This is an optimization exercise on Yosys and OpenROAD, whose aim is small area, a short achievable clock period and few clock cycles per item, not a production implementation. Function was checked by simulation only, so behaviour that the tests miss may differ from the original.

== JK ==
Design SHA256_controller, start of the top module:
module SHA256_controller (
	input CLOCK_50,
	input calculate,
	input [95:0] data,
	input [255:0] midstate,
	input [255:0] target,
	output [31:0] good_nonce,
	output reg done
);
Size: roughly 920 flip-flops, about 640 I/O pins, roughly 0.057 sq mm of cells after synthesis.
Settings: LEC_CHECK=0, ABC_AREA=1, CAP_MARGIN=20, CORE_MARGIN=2, CORE_UTILIZATION=40, SETUP_SLACK_MARGIN=5.0, SLEW_MARGIN=20, TNS_END_PERCENT=5; clock period 10.0 ns.
standard.sh (not shown) runs the stock make flow with config.mk's settings and CLKGATE_MAP_FILE= SYNTH_SCRIPT=/design/flow/synth_recipe.tcl, a recipe that flattens the netlist after the stock synthesis.
==> flow/flow/run.sh <==
#!/bin/bash
# The standard layout (the standard.sh: standard synthesis, floorplan, place,
# CTS, route, finish), with the port buffers made from buf_1 cells instead of
# the default choice, and timing repair aiming at 6.5 ns of setup slack.  make's full output goes to make.log in this folder;
# ORFS keeps each step's own log under orfs/logs.
set -euo pipefail
bash standard.sh BUFFER_PORTS_ARGS="-buffer_cell sky130_fd_sc_hd__buf_1" SETUP_SLACK_MARGIN=6.5 finish > make.log 2>&1
JK closes out successfully: all stages finished, all timing, DRC and antenna checks passed.
Testbench counts of JK, summed over its fixed seeds: cycles 1,043,776, nonces 8,126.
Modified inputs, MS compared to JK
==> flow/flow/run.sh <==
#!/bin/bash
# The standard layout (the standard.sh: standard synthesis, floorplan, place,
# CTS, route, finish), with the port buffers made from buf_1 cells instead of
# the default choice, and timing repair aiming at 6.2 ns of setup slack.  make's full output goes to make.log in this folder;
# ORFS keeps each step's own log under orfs/logs.
set -euo pipefail
bash standard.sh BUFFER_PORTS_ARGS="-buffer_cell sky130_fd_sc_hd__buf_1" SETUP_SLACK_MARGIN=6.2 finish > make.log 2>&1
Notes after the runs:
Peak fanout along the critical path in MS is 6 above JK. [compare] base=JK new=MS: filler cell count in the final layout climbed 107. When MS is set beside JK, its routed wire length turns out to be about 0.7% smaller. MS vs JK: layout-stage area growth over the synthesis result down in MS. | number of synthesized register bits | MS vs JK | ≈ equal |.
Relative to MS, the following input files were edited for AL:
==> flow/flow/run.sh <==
#!/bin/bash
# The standard layout (the standard.sh: standard synthesis, floorplan, place,
# CTS, route, finish), with the port buffers made from buf_1 cells instead of
# the default choice, and timing repair aiming at 6.8 ns of setup slack.  make's full output goes to make.log in this folder;
# ORFS keeps each step's own log under orfs/logs.
set -euo pipefail
bash standard.sh BUFFER_PORTS_ARGS="-buffer_cell sky130_fd_sc_hd__buf_1" SETUP_SLACK_MARGIN=6.8 finish > make.log 2>&1
Results
AL: PASS, flow complete, no timing, DRC or antenna violations
Taking MS as the reference, in AL data arrival time of the critical path did not really move; multi-input gate area in the final layout went up.
Going from MS to AL, the worst hold slack was found to have gone up by 20 ps.
core.pre_s[18] as the worst setup path endpoint was reported by MS, and core.pre_s[13] by AL.
AL ends up with lower global-route usage than MS does.
Relative to MS, wire length per cell has decreased by about 1.8% in AL.
Count of clock-buffer cells in the layout was lower in AL than in MS.


Another version of the RTL of SHA256_controller (not shown whole).
Size in the first run: about 920 flip-flops, about 640 I/O pins, roughly 57000 µm² of cells after synthesis.
==> flow/config.mk <==
export PLATFORM = sky130hd
export DESIGN_NAME = SHA256_controller
export DESIGN_NICKNAME = SHA256_controller
export VERILOG_FILES = /design/flow/design.v
export SDC_FILE = /design/flow/constraint.sdc
export NUM_CORES = 4
export LEC_CHECK = 0
export ABC_AREA = 1
export CAP_MARGIN = 20
export CORE_MARGIN = 2
export CORE_UTILIZATION = 40
export SETUP_SLACK_MARGIN = 5.0
export SLEW_MARGIN = 20
export TNS_END_PERCENT = 5
==> flow/constraint.sdc <==
create_clock -name core_clock -period 10.0 [get_ports {CLOCK_50}]
set_input_delay 2.0000 -clock core_clock [delete_from_list [all_inputs] [get_ports {CLOCK_50}]]
set_output_delay 2.0000 -clock core_clock [all_outputs]
set_load 0.01 [all_outputs]
==> flow/flow/run.sh <==
#!/bin/bash
# The standard layout (the standard.sh: standard synthesis, floorplan, place,
# CTS, route, finish), with the port buffers made from buf_1 cells instead of
# the default choice, and timing repair aiming at 6.2 ns of setup slack.  make's full output goes to make.log in this folder;
# ORFS keeps each step's own log under orfs/logs.
set -euo pipefail
bash standard.sh BUFFER_PORTS_ARGS="-buffer_cell sky130_fd_sc_hd__buf_1" SETUP_SLACK_MARGIN=6.2 finish > make.log 2>&1
Testbench counts at the start, summed over its fixed seeds: cycles 1,043,776, nonces 8,126.
Then changed:
==> flow/flow/run.sh (replaced) <==
#!/bin/bash
# The standard layout (the standard.sh: standard synthesis, floorplan, place,
# CTS, route, finish), with the port buffers made from buf_1 cells instead of
# the default choice, and timing repair aiming at 6.8 ns of setup slack.  make's full output goes to make.log in this folder;
# ORFS keeps each step's own log under orfs/logs.
set -euo pipefail
bash standard.sh BUFFER_PORTS_ARGS="-buffer_cell sky130_fd_sc_hd__buf_1" SETUP_SLACK_MARGIN=6.8 finish > make.log 2>&1
Outcome:
- The new run finished with timing, DRC and antenna clean
- wire length fell by 2.2%
- clock skew fell by 22 ps
- non-clock buffer count rose by 149
- clock-buffer cell count fell by 3
- critical path depth fell by 4
Then changed:
==> flow/flow/run.sh (replaced) <==
#!/bin/bash
# The standard layout (the standard.sh: standard synthesis, floorplan, place,
# CTS, route, finish), with the port buffers made from buf_1 cells instead of
# the default choice, and timing repair aiming at 6.2 ns of setup slack.  make's full output goes to make.log in this folder;
# ORFS keeps each step's own log under orfs/logs.
set -euo pipefail
bash standard.sh BUFFER_PORTS_ARGS="-buffer_cell sky130_fd_sc_hd__buf_1" SETUP_SLACK_MARGIN=6.2 finish > make.log 2>&1
--- a/flow/config.mk
+++ b/flow/config.mk
@@ -7,3 +7,2 @@
 export LEC_CHECK = 0
-export ABC_AREA = 1
 export CAP_MARGIN = 20
@@ -11,2 +10,3 @@
 export CORE_UTILIZATION = 40
+export PLACE_DENSITY = 0.75
 export SETUP_SLACK_MARGIN = 5.0
After rerunning: Utilization drops by 2.9 points. Cell count drops by 16%. Clock skew climbs by 34 ps. First-iteration DRC count drops by 12%. Sequential share of layout area climbs by 2.4 points. Hold slack loses 14 ps.
Then changed:
==> flow/run.sh (new file) <==
#!/bin/bash
# synth_recipe.tcl (not shown) runs the flow's synth.tcl, then flattens the netlist and writes it again
# the make line also repeats each setting of config.mk as NAME=value (left out here)
make -C /OpenROAD-flow-scripts/flow DESIGN_CONFIG=/design/flow/config.mk WORK_HOME=/design/flow/orfs CLKGATE_MAP_FILE= SYNTH_SCRIPT=/design/flow/synth_recipe.tcl finish
--- a/flow/config.mk
+++ b/flow/config.mk
@@ -10,5 +10,3 @@
 export CORE_UTILIZATION = 40
-export PLACE_DENSITY = 0.75
 export SETUP_SLACK_MARGIN = 5.0
 export SLEW_MARGIN = 20
-export TNS_END_PERCENT = 5
removed: flow/flow/run.sh
removed: flow/standard.sh
=> The new run completed with no timing, DRC or antenna violations. Critical path depth is lower by 1. Sequential share of layout area is lower by 0.98 points. Global-route usage is lower by 0.54 points. Final cell count is lower by 1.6%. First-iteration DRC count is lower by 9.7%.

port drivers added, routing unchanged:
No port has a modelled driver above. Below, the same layouts with a new extraction and two added sets of constraints. Step 1 sets driving cells, clkbuf_16 on the clock port and buf_2 on the other inputs (assumed; they add their load-dependent delay and slew). Step 2, shift: input delay + t, output delay - t, t = (earliest + latest rising clock arrival at the registers) / 2. This alone moves slack from input paths to output paths. a / b / c = ideal ports / drivers / drivers and shift; a / b = the first two.
run | t (ns) | setup slack, ns | slew at the worst register clock pin (ns) | worst slew at a driven data input, ns | pins driven straight from the clock port
JK | 0.828 | 6.134 / 6.134 / 5.599 | 0.07 / 0.07 | 0.24 | 1
MS | 0.826 | 5.999 / 5.999 / 5.503 | 0.07 / 0.07 | 0.22 | 1
AL | 0.825 | 6.011 / 6.011 / 5.460 | 0.07 / 0.07 | 0.31 | 1
the first run of note 2 | 0.807 | 5.914 / 5.914 / 5.480 | 0.07 / 0.07 | 0.10 | 1
the second run of note 2 | 0.841 | 6.005 / 6.005 / 5.582 | 0.07 / 0.07 | 0.08 | 1
the third run of note 2 | 0.792 | 5.576 / 5.576 / 4.938 | 0.07 / 0.07 | 0.19 | 1
the fourth run of note 2 | 0.795 | 5.099 / 5.099 / 4.764 | 0.08 / 0.08 | 0.07 | 1
After both steps setup and hold are still met in every run listed. The setup slack of the third run of note 2, which loses most, moves by 0.000 ns with the drivers and by -0.638 ns with both steps.
